This is an optimization exercise on Yosys and OpenROAD, whose aim is small area, a short achievable clock period and few clock cycles, not a production implementation. Function was not checked in any run shown here: the RTL went through the layout flow alone. Power is estimated from default activity; no workload was simulated.

## flow/design.v (module list and top-level ports; edited modules follow where they fit)
// module accelerator: 1796 lines
// module day12_fa: 10 lines
// module day12_ha: 9 lines
// module day12_top: 27 lines
module day12_top #(
    parameter MAX_REGION_W = 64,
    parameter MAX_REGION_H = 64
) (
    input  wire clk,
    input  wire rst_n,
    input  wire in_valid,
    input  wire [31:0] in_data,
    output wire in_ready,
    output wire out_valid,
    output wire [31:0] out_data,
    input  wire out_ready
);
  // ...
==> flow/run.sh <==
#!/bin/bash
# synth_recipe.tcl (not shown) runs the flow's synth.tcl, then flattens the netlist and writes it again
# the make line also repeats each setting of config.mk as NAME=value (left out here)
make -C /OpenROAD-flow-scripts/flow DESIGN_CONFIG=/design/flow/config.mk WORK_HOME=/design/flow/orfs CLKGATE_MAP_FILE= SYNTH_SCRIPT=/design/flow/synth_recipe.tcl finish
==> flow/config.mk <==
export PLATFORM = sky130hd
export DESIGN_NAME = day12_top
export DESIGN_NICKNAME = day12_top
export VERILOG_FILES = /design/flow/design.v
export SDC_FILE = /design/flow/constraint.sdc
export NUM_CORES = 4
export LEC_CHECK = 0
export CAP_MARGIN = 20
export CORE_MARGIN = 2
export CORE_UTILIZATION = 60
export SLEW_MARGIN = 20
export SYNTH_HIERARCHICAL = 1
==> flow/constraint.sdc <==
create_clock -name core_clock -period 14.5 [get_ports {clk}]
set_input_delay 2.9000 -clock core_clock [delete_from_list [all_inputs] [get_ports {clk}]]
set_output_delay 2.9000 -clock core_clock [all_outputs]
set_load 0.01 [all_outputs]
==> load_flow_metrics.sql, run 1 <==
INSERT INTO impl_metrics (metric_group, metric, value, unit) VALUES
('global_routing', 'busiest_layer', 'met2', ''),
('detailed_routing', 'viasPerCell', '5.793', ''),
('pwr', 'power_combinational', '0.149', 'mW'),
('pwr', 'p_clk', '0.840', 'mW'),
('detailed_routing', 'route.met3.wl', '2740', 'µm'),
('cells_and_area', 'area.share.sequential', '28.60', '%'),
('pwr', 'leak_pwr', '9.586', 'nW'),
('setup_path', 'slowest_delay', '530', 'ps'),
('timing', 'setup_slack', '9614', 'ps'),
('clocking', 'cts.hold.buffers_added', '0', ''),
('cells_and_area', 'nMultiInputCombCells', '1390', ''),
('cells_and_area', 'postLayoutCellArea', '20440', 'µm²'),
('setup_path', 'worst-r2r-cell-count', '14', ''),
('detailed_routing', 'drt_pre_antenna_iters', '6', ''),
('synth', 'synth_compound_area_share', '6.744', '%'),
('outcome', 'run_status', 'timing/DRC/antenna clean', ''),
('setup_path', 'worst_setup_path_start_kind', 'input port', ''),
('placement', 'hpwlAfterDp', '36030', 'µm'),
('cells_and_area', 'flow.area_growth_from_synthesis', '10.29', '%'),
('detailed_routing', 'wirelength_met1', '20430', 'µm'),
('detailed_routing', 'route.antenna.remaining_nets', '0', ''),
('pwr', 'swShare', '25.38', '%'),
('global_routing', 'groute.layer.met3.usage', '4.335', '%'),
('setup_path', 'cpLargestDelayFamily', 'simple AND/OR/NAND/NOR gates', ''),
('global_routing', 'first_global_vias', '13500', ''),
('cells_and_area', 'area_share_clock_buf_inv', '5.362', '%'),
('synth', 'synthTopCellsByCount', 'sky130_fd_sc_hd__dfxtp_1, sky130_fd_sc_hd__and2_1, sky130_fd_sc_hd__fa_1', '');
==> inputs of run 2 (changes only) <==
--- a/flow/design.v
+++ b/flow/design.v
@@ -84,29 +84,34 @@
                 end
             end
         endcase
     end
 end
 wire in_ns_zero = (in_data[15:0] == 16'd0);
 wire in_nr_zero = (in_data[31:16] == 16'd0);
 wire in_hc_zero = (in_data[23:16] == 8'd0);
-wire n_last_shape = (nxt_sleft == 4'd1);
-wire n_rl_zero = (nxt_rleft == 16'd0);
-wire n_rl_one  = (nxt_rleft == 16'd1);
+wire hdr_in_r  = r_v && (phase == PH_HDR);
+wire rdec      = r_v && (phase == PH_REG) && (rsub == 2'd2);
+wire sdec      = r_v && (phase == PH_SHDR || phase == PH_SDATA) && sdone;
+wire n_last_shape = hdr_in_r ? (r_ns_clamp == 4'd1) : (sdec ? (sleft == 4'd2) : (sleft == 4'd1));
+wire n_rl_zero = hdr_in_r ? r_nr_zero : (rdec ? (rleft == 16'd1) : (rleft == 16'd0));
+wire n_rl_one  = hdr_in_r ? (r_data[31:16] == 16'd1) : (rdec ? (rleft == 16'd2) : (rleft == 16'd1));
+wire n_wl_one  = (r_v && phase == PH_SHDR) ? (rhc[7:3] == 5'd0 && rhc[2:0] != 3'd0) || (rhc == 8'd4)
+                                           : ((r_v && phase == PH_SDATA) ? (wl == 7'd2) : (wl == 7'd1));
 wire n_reg = (nxt_phase == PH_REG);
 wire t_wh = accept & n_reg & (nxt_rsub == 2'd0);
 wire t_q1 = accept & n_reg & (nxt_rsub == 2'd1);
 wire t_q2 = accept & n_reg & (nxt_rsub == 2'd2);
 reg  end_if;
 always @(*) begin
     case (nxt_phase)
         PH_HDR:   end_if = in_ns_zero & in_nr_zero;
         PH_SHDR:  end_if = in_hc_zero & n_last_shape & n_rl_zero;
-        PH_SDATA: end_if = (nxt_wl == 7'd1) & n_last_shape & n_rl_zero;
+        PH_SDATA: end_if = n_wl_one & n_last_shape & n_rl_zero;
         default:  end_if = (nxt_rsub == 2'd2) & n_rl_one;
     endcase
 end
 wire t_end = accept & end_if;
 integer i;
 wire [31:0] a_in = ({32{t_wh}} & {in_data[7:0], in_data[15:8], in_data[31:24], in_data[23:16]})
                  | ({32{t_q1}} & {cells[3], cells[2], cells[1], cells[0]})
                  | ({32{t_q2}} & {cells[7], cells[6], cells[5], cells[4]});
==> run 2 against run 1 <==
Net effect:
- sequential power fell by 2%
- clock skew fell by 14 ps
- die area rose by 1.1%
- fmax rose by 6.5%
- clock power fell by 0.6%
- first-iteration DRC count fell by 6.0%
- critical endpoint unchanged
- highest routed layer unchanged
==> load_flow_metrics.sql, run 2 <==
INSERT INTO impl_metrics (metric_group, metric, value, unit) VALUES
('timing', 'setup_viol', '0', ''),
('timing', 'clock.fmax', '218.1', 'MHz'),
('cells_and_area', 'flow.area_growth_from_synthesis', '10.12', '%'),
('clocking', 'cts_resized', '0', ''),
('synth', 'synth-warning-count', '7', ''),
('clocking', 'cts-buffers-inserted', '31', ''),
('cells_and_area', 'finish.net_count', '2147', ''),
('timing', 'timing.final.crit_share', '31.63', '%'),
('placement', 'gp_congestion', '0.8665', ''),
('clocking', 'clock_sinks', '290', ''),
('synth', 'ys_types', '62', ''),
('synth', 'synth.cell_area', '18750', 'µm²'),
('detailed_routing', 'viasPerCell', '5.811', ''),
('synth', 'yosys.cell_count.top_type', 'sky130_fd_sc_hd__and2_1', ''),
('timing', 'rsz0062_at_grt', 'false', ''),
('cells_and_area', 'fill_cells', '2471', ''),
('setup_path', 'crit_required', '15000', 'ps'),
('setup_path', 'cp_max_fo', '3', ''),
('synth', 'synthTopCellsByCount', 'sky130_fd_sc_hd__and2_1, sky130_fd_sc_hd__dfxtp_1, sky130_fd_sc_hd__fa_1', ''),
('setup_path', 'setup_cp_type', 'in -> reg', ''),
('detailed_routing', 'detail_route.wirelength', '48850', 'µm'),
('synth', 'syn_area_per_cell', '10.56', 'µm²'),
('setup_path', 'timing.critical_path.to_type', 'flop', ''),
('synth', 'synth_seq_area_share', '32.62', '%'),
('timing', 'fin_crit', '4586', 'ps'),
('synth', 'dominantRegCellSynth', 'sky130_fd_sc_hd__dfxtp_1', ''),
('clocking', 'skew_pair_late_insertion_delay', '570', 'ps'),
('synth', 'synth.largest_area_cell', 'sky130_fd_sc_hd__dfxtp_1', ''),
('pwr', 'power_density', '85.70', 'nW/µm²'),
('placement', 'dp_area', '19550', 'µm²'),
('synth', 'synth_top_cells_by_area', 'sky130_fd_sc_hd__dfxtp_1, sky130_fd_sc_hd__fa_1, sky130_fd_sc_hd__and2_1', ''),
('cells_and_area', 'sequential_cell_area', '6117', 'µm²'),
('timing', 'max_transition_viols_final', '0', ''),
('timing', 'slew_headroom', '31.92', '%'),
('die', 'starting_density_of_the_core', '61.13', '%'),
('timing', 'finClkSkew', '17.55', 'ps'),
('detailed_routing', 'detailroute.via_count', '12880', ''),
('die', 'rows', '64', ''),
('timing', 'worstMarginPinSlew', '1017', 'ps'),
('synth', 'syn-instance-count', '1775', ''),
('cells_and_area', 'flip_flop_count_of_the_largest_register_all_copies_and_words_added', '64', ''),
('detailed_routing', 'drc', '0', ''),
('detailed_routing', 'drt_pre_antenna_iters', '5', ''),
('synth', 'synth_edf_count', '31', ''),
('timing', 'setup_slack', '9914', 'ps'),
('flow_run', 'maxCapViolations', '0', ''),
('synth', 'synth_top_area_share', '27.66', '%'),
('cells_and_area', 'postLayoutCellArea', '20640', 'µm²'),
('clocking', 'cts_post_setup_buffers_inserted', '0', ''),
('placement', 'hpwlAfterDp', '36320', 'µm'),
('setup_path', 'arrival_time_at_the_worst_endpoint', '5090', 'ps'),
('pwr', 'fin_total_pwr', '1.769', 'mW'),
('cells_and_area', 'final_cell_mix', 'sky130_fd_sc_hd__and2_1, sky130_fd_sc_hd__dfxtp_1, sky130_fd_sc_hd__fa_1, sky130_fd_sc_hd__nor2_1, sky130_fd_sc_hd__nand2_1', ''),
('cells_and_area', 'max_flop_register', 'accel.cells', ''),
('clocking', 'clk_root_buf', 'sky130_fd_sc_hd__clkbuf_16', ''),
('placement', 'buffer_ports.inserted', '53', ''),
('setup_path', 'crit_path_cell_trace', 'clkdlybuf4s50_1 -> nor4_1 -> nand4_1 -> nor4_1 -> o21ai_0 -> a21boi_1', ''),
('global_routing', 'first_global_vias', '13480', ''),
('worst_hold_path', 'hold_removal_path_class', 'reg -> reg', ''),
('die', 'chip_height', '180.8', 'µm'),
('cells_and_area', 'area_of_combinational_cells_with_multiple_inputs', '12150', 'µm²'),
('cells_and_area', 'share_of_final_layout_standard_cells_stronger_than_drive_strength_1', '5.717', '%'),
('detailed_routing', 'route.antenna.remaining_nets', '0', ''),
('setup_path', 'critical_path.most_common_cell', 'sky130_fd_sc_hd__nor4_1', ''),
('global_routing', 'grt_start_max_net_pins', '67', ''),
('timing', 'hold_viol', '0', ''),
('die', 'die_x', '180.8', 'µm'),
('cells_and_area', 'layout_commonest_cell', 'sky130_fd_sc_hd__and2_1', ''),
('outcome', 'run_status', 'timing/DRC/antenna clean', ''),
('global_routing', 'global_route_wire_length_before_repair', '77490', 'µm'),
('clocking', 'cts.hold.buffers_added', '0', ''),
('global_routing', 'grt_antenna_before_repair', '0', ''),
('detailed_routing', 'drt_first_iter_violations', '912', ''),
('clocking', 'clkTransAtPathRegs', '60', 'ps'),
('clocking', 'clock_tree.buffer_depth', '3', ''),
('synth', 'synth-async-reset-ratio', '0', '%'),
('detailed_routing', 'drt-wirelength-per-cell', '22.04', 'µm'),
('setup_path', 'critical-path-slowest-cell', 'sky130_fd_sc_hd__nor4_1', ''),
('clocking', 'cts_tree', 'built', ''),
('clocking', 'htree_levels', '1', ''),
('pwr', 'leak_pwr', '9.609', 'nW'),
('global_routing', 'track_usage', '30.90', '%'),
('die', 'die_area', '32670', 'µm²'),
('cells_and_area', 'post_route_utilization', '67.31', '%'),
('die', 'core_region_area', '30670', 'µm²'),
('placement', 'dp_worst_setup_slack', '9440', 'ps'),
('setup_path', 'worst_setup_path_start_kind', 'input port', ''),
('cells_and_area', 'instances_no_fill', '2216', ''),
('global_routing', 'grt.overflow.total', '0', ''),
('placement', 'number_of_placed_cells_counting_well_taps', '2157', ''),
('timing', 'worst_slack_on_hold_paths', '428.1', 'ps'),
('synth', 'ys_seq_elements', '290', ''),
('timing', 'setup_tns', '0', 'ps'),
('cells_and_area', 'layout_top_registers', 'accel.cells: 64 flops, accel.r_a: 32 flops, accel.r_data: 32 flops', ''),
('setup_path', 'slowest_delay', '570', 'ps'),
('pwr', 'vdd_ir_drop_max', '0.09047', 'mV'),
('die', 'design.portCount', '70', '');
run 2: changes by cell type after synthesis, sizes merged, moves of 7 or more:
| cell | before | now |
|---|---|---|
| a21oi | 101 | 93 |
| dfxtp | 286 | 259 |
| edfxtp | 4 | 31 |
| xor2 | 17 | 28 |
| o21ai | 33 | 45 |
| xnor2 | 36 | 43 |
| a22oi | 12 | 2 |
| nand2 | 117 | 108 |
run 2: power by group:
part	leakage [nW]	internal [mW]	total (mW)	switching [mW]
registers	2.38	0.823	0.847	0.0243
logic	6.68	0.0322	0.0869	0.0547
clock network	0.543	0.502	0.835	0.333
run 2: area by class of cell:
| cell class | instances | share of cell area (%) |
|---|---|---|
| Antenna cell | 1 | 0.01212 |
| Multi-Input combinational cell | 1372 | 58.85 |
| Timing Repair Buffer | 69 | 3.248 |
| Sequential cell | 290 | 29.63 |
| Inverter | 30 | 0.5455 |
| Tap cell | 396 | 2.400 |
| Clock inverter | 15 | 0.7879 |
| Clock buffer | 43 | 4.521 |
run 2: per-module statistics from Yosys (local to each module, per instance), excerpt:
module,flip-flops and latches,cells,copies in the design
day12_ha,0,1,24
day12_fa,0,1,249
run 2: kinds of logic (layout without fill, tap and decap cells):
| kind of cell | count (synthesis) | count (layout) | synth area share (%) |
|---|---|---|---|
| AND/OR/NAND/NOR | 706 | 706 | 20.08 |
| adder cells (fa/ha/maj) | 317 | 317 | 31.17 |
| flip-flops | 290 | 290 | 32.62 |
| AO/OA/AOI/OAI | 182 | 182 | 5.513 |
| buffers and inverters | 128 | 157 | 2.890 |
| multiplexers | 80 | 80 | 4.385 |
| XOR/XNOR | 71 | 71 | 3.317 |
| other | 1 | 17 | 0.02000 |
run 2: path summary, 6_finish.rpt:
path,from,slack (ps),cells past startpoint,endpoint
setup / recovery,in_data[10],9910,6,accel.r_end
hold / removal,accel.r_q2,430,1,accel.p_q2
setup reg to reg,accel.r_data[20],10150,9,accel.sg1_9
hold reg to reg,accel.r_q2,430,1,accel.p_q2
run 2: critical path, delay by kind of cell:
family | cells | cell delay [ps]
compound gates | 2 | 380
simple gates | 3 | 1260
buf+inv | 1 | 550
run 2: per-layer routing:
layer  vias up  share of wire, %  GRT usage, %
met5         -                 0             0
met4         0               2.7         8.290
met3        74               6.7         5.422
met2       475                47         49.84
met1      6515                44         43.43
li1       5813                 -             -
==> inputs of run 3 (changes only) <==
--- a/flow/config.mk
+++ b/flow/config.mk
@@ -8,5 +8,6 @@
 export CAP_MARGIN = 20
 export CORE_MARGIN = 2
 export CORE_UTILIZATION = 60
+export CTS_BUF_LIST = sky130_fd_sc_hd__clkbuf_8
 export SLEW_MARGIN = 20
 export SYNTH_HIERARCHICAL = 1
==> run 3 against run 2 <==
Net effect:
- highest routed layer unchanged
- critical path depth is 5 lower
- core utilization is essentially flat
- global-route usage increased by 0.18 points
- combinational power about the same
- setup slack better by 19 ps
- via count is 0.34% higher
- clock skew up 42 ps
- register-to-register slack got worse by 20 ps
- clock-buffer cell count rose by 23
- clock power down 4.6%
- synthesized cell count stayed put
==> load_flow_metrics.sql, run 3 <==
INSERT INTO impl_metrics (metric_group, metric, value, unit) VALUES
('detailed_routing', 'detail_route.wirelength', '49030', 'µm'),
('synth', 'dominantRegCellSynth', 'sky130_fd_sc_hd__dfxtp_1', ''),
('die', 'starting_density_of_the_core', '61.13', '%'),
('cells_and_area', 'finish.net_count', '2167', ''),
('synth', 'synth_seq_area_share', '32.62', '%'),
('detailed_routing', 'drc', '0', ''),
('clocking', 'clock_sinks', '290', ''),
('cells_and_area', 'final_cell_mix', 'sky130_fd_sc_hd__and2_1, sky130_fd_sc_hd__dfxtp_1, sky130_fd_sc_hd__fa_1, sky130_fd_sc_hd__nor2_1, sky130_fd_sc_hd__nand2_1', ''),
('clocking', 'clk_root_buf', 'sky130_fd_sc_hd__clkbuf_8', ''),
('detailed_routing', 'drt-wirelength-per-cell', '21.78', 'µm'),
('detailed_routing', 'detailroute.via_count', '12920', ''),
('synth', 'synth.largest_area_cell', 'sky130_fd_sc_hd__dfxtp_1', ''),
('cells_and_area', 'flow.area_growth_from_synthesis', '10.13', '%'),
('setup_path', 'setup_cp_type', 'reg -> out', ''),
('die', 'core_region_area', '30670', 'µm²'),
('timing', 'worstMarginPinSlew', '1056', 'ps'),
('synth', 'syn-instance-count', '1775', ''),
('worst_hold_path', 'hold_removal_path_class', 'reg -> reg', ''),
('setup_path', 'cp_max_fo', '9', ''),
('synth', 'synth_top_cells_by_area', 'sky130_fd_sc_hd__dfxtp_1, sky130_fd_sc_hd__fa_1, sky130_fd_sc_hd__and2_1', ''),
('setup_path', 'slowest_delay', '600', 'ps'),
('cells_and_area', 'num_antenna_cells', '0', ''),
('global_routing', 'grt.overflow.total', '0', ''),
('global_routing', 'track_usage', '31.08', '%'),
('detailed_routing', 'route.antenna.remaining_nets', '0', ''),
('timing', 'timing.final.crit_share', '31.50', '%'),
('setup_path', 'worst_setup_path_start_kind', 'flop', ''),
('synth', 'syn_area_per_cell', '10.56', 'µm²'),
('timing', 'max_transition_viols_final', '0', ''),
('placement', 'gp_congestion', '0.8665', ''),
('detailed_routing', 'drt_pre_antenna_iters', '5', ''),
('pwr', 'power_density', '83.87', 'nW/µm²'),
('global_routing', 'grt_start_max_net_pins', '67', ''),
('global_routing', 'global_route_wire_length_before_repair', '77840', 'µm'),
('die', 'die_area', '32670', 'µm²'),
('synth', 'synth-warning-count', '7', ''),
('clocking', 'cts.hold.buffers_added', '0', ''),
('setup_path', 'timing.critical_path.to_type', 'output pin', ''),
('setup_path', 'arrival_time_at_the_worst_endpoint', '1670', 'ps'),
('clocking', 'htree_levels', '2', ''),
('placement', 'dp_worst_setup_slack', '9440', 'ps'),
('timing', 'clock.fmax', '219.0', 'MHz'),
('timing', 'slew_headroom', '29.34', '%'),
('timing', 'fin_crit', '4567', 'ps'),
('setup_path', 'cpLargestDelayFamily', 'buffers and inverters', ''),
('timing', 'rsz0062_at_grt', 'false', ''),
('global_routing', 'first_global_vias', '13630', ''),
('synth', 'yosys.cell_count.top_type', 'sky130_fd_sc_hd__and2_1', ''),
('clocking', 'skew_pair_late_insertion_delay', '610', 'ps'),
('clocking', 'cts-buffers-inserted', '51', ''),
('timing', 'finClkSkew', '59.42', 'ps'),
('global_routing', 'grt_antenna_before_repair', '0', ''),
('cells_and_area', 'flip_flop_count_of_the_largest_register_all_copies_and_words_added', '64', ''),
('setup_path', 'crit_path_cell_trace', 'clkdlybuf4s50_1', ''),
('detailed_routing', 'drt_first_iter_violations', '923', ''),
('setup_path', 'crit_required', '11600', 'ps'),
('clocking', 'cts_resized', '0', ''),
('setup_path', 'critical-path-slowest-cell', 'sky130_fd_sc_hd__clkdlybuf4s50_1', ''),
('timing', 'setup_tns', '0', 'ps'),
('clocking', 'clkTransAtPathRegs', '60', 'ps'),
('synth', 'synth_edf_count', '31', ''),
('placement', 'buffer_ports.inserted', '53', ''),
('pwr', 'leak_pwr', '9.685', 'nW'),
('flow_run', 'maxCapViolations', '0', ''),
('outcome', 'run_status', 'timing/DRC/antenna clean', ''),
('detailed_routing', 'viasPerCell', '5.740', ''),
('synth', 'synth-async-reset-ratio', '0', '%'),
('timing', 'setup_slack', '9933', 'ps'),
('synth', 'ys_seq_elements', '290', ''),
('cells_and_area', 'max_flop_register', 'accel.cells', ''),
('timing', 'worst_slack_on_hold_paths', '405.4', 'ps'),
('clocking', 'cts_tree', 'built', ''),
('cells_and_area', 'layout_top_registers', 'accel.cells: 64 flops, accel.r_a: 32 flops, accel.r_data: 32 flops', ''),
('synth', 'synth_top_area_share', '27.66', '%'),
('die', 'chip_height', '180.8', 'µm'),
('cells_and_area', 'layout_commonest_cell', 'sky130_fd_sc_hd__and2_1', ''),
('die', 'design.portCount', '70', ''),
('synth', 'synth.cell_area', '18750', 'µm²'),
('pwr', 'fin_total_pwr', '1.732', 'mW'),
('timing', 'hold_viol', '0', ''),
('clocking', 'cts_post_setup_buffers_inserted', '0', ''),
('synth', 'ys_types', '62', ''),
('cells_and_area', 'share_of_final_layout_standard_cells_stronger_than_drive_strength_1', '7.008', '%'),
('setup_path', 'worst-path-buf-inv', '1', ''),
('clocking', 'clock_tree.buffer_depth', '3', ''),
('timing', 'setup_viol', '0', ''),
('pwr', 'vdd_ir_drop_max', '0.08052', 'mV'),
('die', 'die_x', '180.8', 'µm'),
('die', 'rows', '64', ''),
('placement', 'hpwlAfterDp', '36320', 'µm'),
('synth', 'synthTopCellsByCount', 'sky130_fd_sc_hd__and2_1, sky130_fd_sc_hd__dfxtp_1, sky130_fd_sc_hd__fa_1', '');
run 3: final cells by class:
cell class                      instances  area [µm²]
Timing Repair Buffer                   69       670.6
Fill cell                            2517       10020
Inverter                               30       112.6
Tap cell                              396       495.5
Sequential cell                       290        6117
Clock inverter                         28       191.4
Multi-Input combinational cell       1372       12150
Clock buffer                           66       908.4
run 3: power by group:
group | internal (mW) | switching, mW
clock network | 0.434 | 0.363
registers | 0.823 | 0.0244
logic | 0.0322 | 0.0548
total | 1.29 | 0.442
run 3: metrics by stage:
| stage | util (%) | cell area [µm²] | cells |
|---|---|---|---|
| finish | 67.32 | 20650 | 2251 |
| global route | 67.32 | 20650 | 2251 |
| CTS | 67.32 | 20650 | 2251 |
| detailed placement | 63.73 | 19550 | 2157 |
| global placement | 63.64 | 19520 | 2156 |
| floorplan | - | 18800 | 1790 |
run 3: per-layer routing:
layer / wire length [µm] / GRT usage [%] / vias to the layer above
met4: 1293 / 8.548 / 0
met2: 22930 / 50.30 / 477
met3: 3736 / 5.765 / 89
li1: - / - / 5857
met1: 21060 / 43.25 / 6498
met5: 0 / 0 / -
run 3: kinds of logic after synthesis:
group | share of synthesized area [%]
muxes | 4.385
other | 0.02000
DFF | 32.62
xor gates and xnor gates | 3.317
and+or+nand+nor | 20.08
buffers and inverters | 2.890
AOI/OAI and AO/OA | 5.513
adders and majority gates | 31.17
run 3: path summary, 6_finish.rpt:
check	from	end	slack, ps	depth (start not counted)
worst max-delay path	accel.count[2]	out_data[2]	9930	1
worst min-delay path	accel.r_q2	accel.p_q2	410	1
worst max register to register	accel.r_data[20]	accel.sg1_9	10130	9
worst min register to register	accel.r_q2	accel.p_q2	410	1
run 3: Yosys stat by module (local to each module, per instance), excerpt:
module,cells inside,cell area [µm²],copies in the design,flops+latches
day12_ha,1,12.51,24,0
day12_fa,1,20.02,249,0
==> inputs of run 4 (changes only) <==
==> flow/flow/run.sh (new file) <==
#!/bin/bash
# The standard layout (the standard.sh: standard synthesis, floorplan,
# placement, CTS, routing), with one change: the buffers that global
# placement puts on every input and output port are buf_2 cells instead of
# the cell buffer_ports picks by default.
set -euo pipefail
export BUFFER_PORTS_ARGS="-buffer_cell sky130_fd_sc_hd__buf_2"
bash standard.sh > standard.log 2>&1
==> flow/standard.sh (new file) <==
#!/bin/bash
# synth_recipe.tcl (not shown) runs the flow's synth.tcl, then flattens the netlist and writes it again
# the make line also repeats each setting of config.mk as NAME=value (left out here)
make -C /OpenROAD-flow-scripts/flow DESIGN_CONFIG=/design/flow/config.mk WORK_HOME=/design/flow/orfs CLKGATE_MAP_FILE= SYNTH_SCRIPT=/design/flow/synth_recipe.tcl "${@:-finish}"
--- a/flow/config.mk
+++ b/flow/config.mk
@@ -8,6 +8,5 @@
 export CAP_MARGIN = 20
 export CORE_MARGIN = 2
 export CORE_UTILIZATION = 60
-export CTS_BUF_LIST = sky130_fd_sc_hd__clkbuf_8
 export SLEW_MARGIN = 20
 export SYNTH_HIERARCHICAL = 1
removed: flow/run.sh
==> run 4 against run 3 <==
Net effect:
- still clean on timing, DRC and antenna
- combinational power is 3.0% lower
- sequential cell count unchanged
- highest routed layer unchanged
- clock-buffer cell count decreased by 17
- non-clock buffer count grew 1
- synthesized cell count stayed put
==> load_flow_metrics.sql, run 4 <==
INSERT INTO impl_metrics (metric_group, metric, value, unit) VALUES
('outcome', 'run_status', 'timing/DRC/antenna clean', ''),
('setup_path', 'cpLargestDelayFamily', 'adder cells', ''),
('detailed_routing', 'detailroute.via_count', '12880', ''),
('synth', 'synth_edf_count', '31', ''),
('cells_and_area', 'finish.net_count', '2148', ''),
('global_routing', 'grt_start_max_net_pins', '66', ''),
('pwr', 'power_density', '85.84', 'nW/µm²'),
('clocking', 'cts_tree', 'built', ''),
('synth', 'syn-instance-count', '1775', ''),
('synth', 'synthTopCellsByCount', 'sky130_fd_sc_hd__and2_1, sky130_fd_sc_hd__dfxtp_1, sky130_fd_sc_hd__fa_1', ''),
('cells_and_area', 'fill_cells', '2489', ''),
('timing', 'worstMarginPinSlew', '983.5', 'ps'),
('worst_hold_path', 'hold_removal_path_class', 'reg -> reg', ''),
('timing', 'setup_viol', '0', ''),
('clocking', 'cts.hold.buffers_added', '0', ''),
('timing', 'hold_viol', '0', ''),
('detailed_routing', 'detail_route.wirelength', '49310', 'µm'),
('synth', 'dominantRegCellSynth', 'sky130_fd_sc_hd__dfxtp_1', ''),
('die', 'rows', '64', ''),
('clocking', 'clk_root_buf', 'sky130_fd_sc_hd__clkbuf_16', ''),
('detailed_routing', 'drt_pre_antenna_iters', '5', ''),
('detailed_routing', 'drc', '0', ''),
('detailed_routing', 'drt_first_iter_violations', '892', ''),
('setup_path', 'setup_cp_type', 'reg -> reg', ''),
('timing', 'finClkSkew', '41.75', 'ps'),
('cells_and_area', 'max_flop_register', 'accel.cells', ''),
('synth', 'synth.largest_area_cell', 'sky130_fd_sc_hd__dfxtp_1', ''),
('die', 'core_region_area', '30670', 'µm²'),
('pwr', 'comb_power_share', '4.8', '%'),
('clocking', 'htree_levels', '1', ''),
('timing', 'max_transition_viols_final', '0', ''),
('flow_run', 'maxCapViolations', '0', ''),
('cells_and_area', 'flip_flop_count_of_the_largest_register_all_copies_and_words_added', '64', ''),
('cells_and_area', 'post_route_utilization', '66.40', '%'),
('clocking', 'clkTransAtPathRegs', '60', 'ps'),
('clocking', 'cts-buffers-inserted', '31', ''),
('clocking', 'skew_pair_late_insertion_delay', '600', 'ps'),
('detailed_routing', 'drt-wirelength-per-cell', '22.24', 'µm'),
('timing', 'slew_headroom', '34.19', '%'),
('clocking', 'clock_tree.buffer_depth', '3', ''),
('synth', 'synth-warning-count', '7', ''),
('timing', 'setup_tns', '0', 'ps'),
('pwr', 'leak_pwr', '9.636', 'nW'),
('placement', 'hpwlAfterDp', '36330', 'µm'),
('global_routing', 'first_global_vias', '13570', ''),
('die', 'design.portCount', '70', ''),
('setup_path', 'timing.critical_path.to_type', 'flop', ''),
('placement', 'buffer_ports.inserted', '53', ''),
('pwr', 'swShare', '23.43', '%'),
('detailed_routing', 'viasPerCell', '5.810', ''),
('setup_path', 'crit_path_cell_trace', 'buf_4 -> nor2b_1 -> and2_1 -> fa_1 -> fa_1 -> fa_1 -> fa_1 -> fa_1 -> fa_1', ''),
('pwr', 'p_int', '1.339', 'mW'),
('synth', 'synth_top_cells_by_area', 'sky130_fd_sc_hd__dfxtp_1, sky130_fd_sc_hd__fa_1, sky130_fd_sc_hd__and2_1', ''),
('synth', 'ys_types', '62', ''),
('synth', 'synth_seq_area_share', '32.62', '%'),
('synth', 'synth.cell_area', '18750', 'µm²'),
('timing', 'timing.final.crit_share', '29.10', '%'),
('cells_and_area', 'layout_commonest_cell', 'sky130_fd_sc_hd__and2_1', ''),
('cells_and_area', 'layout_top_registers', 'accel.cells: 64 flops, accel.r_a: 32 flops, accel.r_data: 32 flops', ''),
('setup_path', 'crit_required', '14940', 'ps'),
('cells_and_area', 'final_cell_mix', 'sky130_fd_sc_hd__and2_1, sky130_fd_sc_hd__dfxtp_1, sky130_fd_sc_hd__fa_1, sky130_fd_sc_hd__nor2_1, sky130_fd_sc_hd__nand2_1', ''),
('die', 'die_x', '180.8', 'µm'),
('pwr', 'switchingPower', '0.4095', 'mW'),
('global_routing', 'track_usage', '31.00', '%'),
('setup_path', 'critical-path-slowest-cell', 'sky130_fd_sc_hd__fa_1', ''),
('synth', 'yosys.cell_count.top_type', 'sky130_fd_sc_hd__and2_1', ''),
('pwr', 'share_of_total_power_in_the_clock_network', '46.8', '%'),
('clocking', 'clock_sinks', '290', ''),
('global_routing', 'grt.overflow.total', '0', ''),
('pwr', 'vdd_ir_drop_max', '0.09134', 'mV'),
('cells_and_area', 'share_of_final_layout_standard_cells_stronger_than_drive_strength_1', '8.407', '%'),
('die', 'starting_density_of_the_core', '61.13', '%'),
('setup_path', 'worst-path-buf-inv', '1', ''),
('global_routing', 'grt_antenna_before_repair', '1', ''),
('timing', 'fin_crit', '4220', 'ps'),
('timing', 'clock.fmax', '237.0', 'MHz'),
('synth', 'syn_area_per_cell', '10.56', 'µm²'),
('setup_path', 'cp_max_fo', '61', ''),
('setup_path', 'worst_setup_path_start_kind', 'flop', ''),
('synth', 'synth-async-reset-ratio', '0', '%'),
('synth', 'ys_seq_elements', '290', ''),
('setup_path', 'arrival_time_at_the_worst_endpoint', '4660', 'ps'),
('pwr', 'seq_power_share', '48.3', '%'),
('synth', 'synth_top_area_share', '27.66', '%'),
('clocking', 'cts_post_setup_buffers_inserted', '0', ''),
('clocking', 'cts_resized', '0', ''),
('die', 'chip_height', '180.8', 'µm'),
('setup_path', 'critical_path.most_common_cell', 'sky130_fd_sc_hd__fa_1', ''),
('global_routing', 'global_route_wire_length_before_repair', '77740', 'µm'),
('setup_path', 'slowest_delay', '530', 'ps'),
('detailed_routing', 'route.antenna.remaining_nets', '0', ''),
('placement', 'gp_congestion', '0.8659', ''),
('die', 'die_area', '32670', 'µm²'),
('timing', 'rsz0062_at_grt', 'false', ''),
('cells_and_area', 'flow.area_growth_from_synthesis', '8.623', '%');
## run 4: cell types whose count changed in the layout (fill, tap and decap cells not counted), moves of 2 or more
cell,delta
sky130_fd_sc_hd__clkbuf_8,-59
sky130_fd_sc_hd__clkbuf_1,+9
sky130_fd_sc_hd__clkdlybuf4s50_1,-53
sky130_fd_sc_hd__clkbuf_16,+33
sky130_fd_sc_hd__inv_1,-13
sky130_fd_sc_hd__clkinv_2,-2
sky130_fd_sc_hd__inv_12,-2
sky130_fd_sc_hd__buf_2,+53
## run 4: layer usage
| layer | global-route usage [%] | vias to the layer above | wire length (µm) |
|---|---|---|---|
| met5 | 0 | - | 0 |
| li1 | - | 5813 | - |
| met4 | 9.226 | 0 | 1471 |
| met1 | 43.53 | 6537 | 21380 |
| met3 | 5.543 | 93 | 3413 |
| met2 | 49.57 | 438 | 23050 |
## run 4: metrics by stage
step	setup slack [ps]	total power, mW	instances	hold WS [ps]	area, µm²
2_1_floorplan	10580	0.9058	1790	411.8	18800
3_3_place_gp	9875	0.9435	2157	430.1	19260
3_5_place_dp	9962	0.9445	2157	429.1	19260
4_1_cts	10280	1.756	2215	442.8	20330
6_report	10280	1.748	2217	443.7	20360
5_1_grt	10100	1.797	2216	467.8	20360
## run 4: power by group through the flow
stage,clock (mW),combinational [mW],sequential (mW)
2_1_floorplan,0,0.0580,0.848
3_3_place_gp,0,0.0818,0.862
3_5_place_dp,0,0.0826,0.862
4_1_cts,0.828,0.0834,0.844
5_1_grt,0.860,0.0917,0.846
6_report,0.819,0.0844,0.845
## run 4: final cells by class
class | count | area (µm²) | area share [%]
multi-input cells | 1372 | 12150 | 59.68
flip-flops and latches | 290 | 6117 | 30.04
diodes | 1 | 2.502 | 0.01229
clock inverters | 9 | 113.9 | 0.5591
clock buffers | 49 | 955.9 | 4.694
well taps | 396 | 495.5 | 2.433
inverters | 30 | 112.6 | 0.5530
repair buffers | 70 | 412.9 | 2.028
## run 4: cell families after synthesis
group | count (synthesis) | share of synthesized area, %
xor gates and xnor gates | 71 | 3.317
adders and majority gates | 317 | 31.17
DFF | 290 | 32.62
AOI/OAI and AO/OA | 182 | 5.513
buffers and inverters | 128 | 2.890
muxes | 80 | 4.385
and+or+nand+nor | 706 | 20.08
other | 1 | 0.02000
## run 4: final timing paths
path                   start           to  slack (ps)  cells past startpoint
setup / recovery  accel.r_wh  accel.sm1_9       10280                      9
hold / removal    accel.r_q2   accel.p_q2         440                      1
setup reg to reg  accel.r_wh  accel.sm1_9       10280                      9
hold reg to reg   accel.r_q2   accel.p_q2         440                      1
## run 4: modules after synthesis (local to each module, per instance), excerpt
module / flip-flops and latches / times used
day12_fa: 0 / 249
day12_ha: 0 / 24

==> re-timing with driven ports <==
How much do the figures lean on ideal ports? The routed layouts below were timed once more, with nothing changed but the port constraints.
Step 1 (the two cells are an assumption about what drives the block):
set clk [get_ports {clk}]
set_driving_cell -lib_cell sky130_fd_sc_hd__clkbuf_16 $clk
set_driving_cell -lib_cell sky130_fd_sc_hd__buf_2 [delete_from_list [all_inputs] $clk]
Step 2, shift: input delay + t, output delay - t, t = (earliest + latest rising clock arrival at the registers) / 2. This alone moves slack from input paths to output paths.
Three values: ideal ports, drivers, drivers and shift; two values: the first two.
run | shift t [ns] | setup WS [ns] | cell pins on the clock port's net
run 1 | 0.567 | 9.614 / 9.642 / 9.075 | 1
run 2 | 0.621 | 9.914 / 9.895 / 9.328 | 1
run 3 | 0.637 | 9.933 / 9.882 / 9.354 | 1
run 4 | 0.629 | 10.280 / 10.238 / 9.936 | 1
After both steps setup and hold are still met in every run listed. For run 2, which loses most, drivers alone change the setup slack by -0.019 ns; drivers and shift together by -0.586 ns.
